Background: an optimization exercise with open tools, aiming at small area and a short achievable clock period. Do not read the settings as production practice. Where RTL was checked, it was by simulation tests only, not by an equivalence proof against the original. No activity file was given, so power comes from the tool's default toggle rates.

== south ==
// alu64_sync
module alu64_sync(
    input clk,
    input en,
    input MD,
    input [2:0] OP,
    input [63:0] R1,
    input [63:0] R2,
    output reg EQ,
    output reg GT,
    output reg LT,
    output reg OVR,
    output reg [63:0] Q
    );
	reg [63:0] D_r;
	reg [5:1] V_r;
	reg FILL_r, REV_r, ADD_r, SLT_r, SGT_r, LT0_r, EQ0_r, EQ1_r, MD_r, OVR_r;
	reg [15:1] BC_r;
	wire [63:0] D_w, S_w;
	wire [5:0] V_w;
	wire FILL_w, REV_w, ADD_w, SLT_w, SGT_w, LT0_w, EQ0_w, EQ1_w, OVR_w;
	wire [15:1] BC_w;
	wire LT_r = MD_r ? ~OVR_r : LT0_r;
	wire EQ_r = MD_r ? EQ1_r : EQ0_r;
	wire GT_1 = ~(LT_r | EQ_r);
	always @(posedge clk)
	begin
		D_r <= D_w;
		V_r <= V_w[5:1];
		FILL_r <= FILL_w;
		REV_r <= REV_w;
		ADD_r <= ADD_w;
		BC_r <= BC_w;
		SLT_r <= SLT_w;
		SGT_r <= SGT_w;
		LT0_r <= LT0_w;
		EQ0_r <= EQ0_w;
		EQ1_r <= EQ1_w;
		MD_r <= MD;
		OVR_r <= OVR_w;
		EQ <= EQ_r;
		GT <= GT_1;
		LT <= LT_r;
		OVR <= OVR_r;
		Q <= {S_w[63:1], S_w[0] | (SLT_r & LT_r) | (SGT_r & GT_1)};
	end
	alu64 u_front (
		.en(en), .MD(MD), .OP(OP), .R1(R1), .R2(R2),
  ...
export LEC_CHECK = 0
export ABC_AREA = 1
export CAP_MARGIN = 20
export CORE_MARGIN = 2
export CORE_UTILIZATION = 40
export SETUP_SLACK_MARGIN = 1.5
export SLEW_MARGIN = 20
create_clock -name core_clock -period 4.0 [get_ports {clk}]
standard.sh (not shown) runs the stock make flow with config.mk's settings and CLKGATE_MAP_FILE= SYNTH_SCRIPT=/design/flow/synth_recipe.tcl, a recipe that flattens the netlist after the stock synthesis.
==> flow/flow/run.sh <==
#!/bin/bash
# Standard ORFS layout (the standard.sh), with the port buffers made from the
# smallest buffer cell instead of the one buffer_ports picks by default.
set -euo pipefail
bash standard.sh BUFFER_PORTS_ARGS="-buffer_cell sky130_fd_sc_hd__buf_1" finish > standard.log 2>&1
The inputs of north differ from those of south as listed below.
diff --git a/flow/design.v b/flow/design.v
--- a/flow/design.v
+++ b/flow/design.v
@@ -577,33 +577,32 @@
 		end
 		else
 		begin
 			out = XD;
 		end
 	end
 endmodule
 `timescale 1ns / 1ps
-module alu64(en, MD, OP, R1, R2, D, V, FILL, REV, ADD, BC, SLT, SGT, LT0, EQ0, EQ1, OVR);
+module alu64(en, MD, OP, R1, R2, D, V, FILL, REV, ADD, BC, SLT, SGT, LT, EQ, OVR);
     input en;
     input MD;
     input [2:0] OP;
     input [63:0] R1;
     input [63:0] R2;
     output [63:0] D;       
     output [5:0] V;        
     output FILL;           
     output REV;            
     output ADD;            
     output [15:1] BC;       
     output SLT;            
     output SGT;            
-    output LT0;            
-    output EQ0;            
-    output EQ1;            
+    output LT;
+    output EQ;
     output OVR;
     wire [63:0] a = R1;
     wire [63:0] b = R2;
     wire [63:0] p = a ^ b ^ {64{MD}};    
     wire [63:0] g = a & ~p;              
     wire [63:0] cl;    
     wire g0c = g[0] | (p[0] & MD);
     wire G0_1 = g[1] | (p[1] & g0c);
@@ -1011,19 +1010,18 @@
     wire CE4_0 = CE3_1 & CE3_0;
     wire CL4_1 = CL3_3 | (CE3_3 & CL3_2);
     wire CE4_1 = CE3_3 & CE3_2;
     wire CL5_0 = CL4_1 | (CE4_1 & CL4_0);
     wire CE5_0 = CE4_1 & CE4_0;
     wire lt0 = CL5_0;
     wire eq0 = CE5_0;
     wire eq1 = &p;
-    assign LT0 = lt0;
-    assign EQ0 = eq0;
-    assign EQ1 = eq1;
+    assign LT = MD ? ~OVR : lt0;
+    assign EQ = MD ? eq1 : eq0;
     wire s_add = en & (OP == 3'b000);
     wire s_shl = en & (OP == 3'b001);
     wire s_shr = en & (OP == 3'b101);
     wire op_x = en & (OP == 3'b100);
     wire op_o = en & (OP == 3'b110);
     wire op_a = en & (OP == 3'b111);
     wire pas = ~en;
     wire sh0 = b[0];
@@ -1131,46 +1129,42 @@
     output reg EQ,
     output reg GT,
     output reg LT,
     output reg OVR,
     output reg [63:0] Q
     );
 	reg [63:0] D_r;
 	reg [5:1] V_r;
-	reg FILL_r, REV_r, ADD_r, SLT_r, SGT_r, LT0_r, EQ0_r, EQ1_r, MD_r, OVR_r;
+	reg FILL_r, REV_r, ADD_r, SLT_r, SGT_r, LT_r, EQ_r, OVR_r;
 	reg [15:1] BC_r;
 	wire [63:0] D_w, S_w;
 	wire [5:0] V_w;
-	wire FILL_w, REV_w, ADD_w, SLT_w, SGT_w, LT0_w, EQ0_w, EQ1_w, OVR_w;
+	wire FILL_w, REV_w, ADD_w, SLT_w, SGT_w, LT_w, EQ_w, OVR_w;
 	wire [15:1] BC_w;
-	wire LT_r = MD_r ? ~OVR_r : LT0_r;
-	wire EQ_r = MD_r ? EQ1_r : EQ0_r;
 	wire GT_1 = ~(LT_r | EQ_r);
 	always @(posedge clk)
 	begin
 		D_r <= D_w;
 		V_r <= V_w[5:1];
 		FILL_r <= FILL_w;
 		REV_r <= REV_w;
 		ADD_r <= ADD_w;
 		BC_r <= BC_w;
 		SLT_r <= SLT_w;
 		SGT_r <= SGT_w;
-		LT0_r <= LT0_w;
-		EQ0_r <= EQ0_w;
-		EQ1_r <= EQ1_w;
-		MD_r <= MD;
+		LT_r <= LT_w;
+		EQ_r <= EQ_w;
 		OVR_r <= OVR_w;
 		EQ <= EQ_r;
 		GT <= GT_1;
 		LT <= LT_r;
 		OVR <= OVR_r;
 		Q <= {S_w[63:1], S_w[0] | (SLT_r & LT_r) | (SGT_r & GT_1)};
 	end
 	alu64 u_front (
 		.en(en), .MD(MD), .OP(OP), .R1(R1), .R2(R2),
 		.D(D_w), .V(V_w), .FILL(FILL_w), .REV(REV_w), .ADD(ADD_w), .BC(BC_w),
-		.SLT(SLT_w), .SGT(SGT_w), .LT0(LT0_w), .EQ0(EQ0_w), .EQ1(EQ1_w), .OVR(OVR_w));
+		.SLT(SLT_w), .SGT(SGT_w), .LT(LT_w), .EQ(EQ_w), .OVR(OVR_w));
 	shift64 u_back (
 		.D(D_r), .V({V_r, 1'b0}), .FILL(FILL_r), .REV(REV_r), .ADD(ADD_r), .BC(BC_r),
 		.S(S_w));
 endmodule
--- outcome ---
| wire length | higher: south |
For north, the top layer used by detailed routing was met4, unlike south, where it was met5.
north vs south — number of detailed-routing iterations run before antenna repair dropped 1.
Summary of north over south: register share of total power grew by 0.2 points; utilization held steady.
Detailed router's first-iteration violation count on north is up relative to south.
Via total after detailed routing: north < south
Between south and north, the flow reports sequential cell count of the final layout decreasing slightly.
Function not checked in south: the RTL went through the layout flow alone.

-- static timing again, ports no longer ideal --
How much do the figures lean on ideal ports? The routed layouts below were timed once more, with nothing changed but the port constraints. Step 1 sets driving cells, clkbuf_16 on the clock port and buf_2 on the other inputs (assumed; they add their load-dependent delay and slew). Step 2 moves the port delays by t, midway between the first and last clock arrival at a register: inputs arrive t later, outputs are due t later. That takes back most of the time a late clock gives input paths. Slacks: ideal ports / drivers / drivers and shift; pairs: ideal ports / drivers.
run | shift t [ns] | setup slack, ns | worst setup path at the end
south | 0.493 | 1.521 / 1.521 / 1.161 | input to register
north | 0.514 | 1.518 / 1.518 / 1.107 | input to register
After both steps every run listed still meets setup and hold. For north, which loses most, drivers alone change the setup slack by 0.000 ns; drivers and shift together by -0.411 ns.
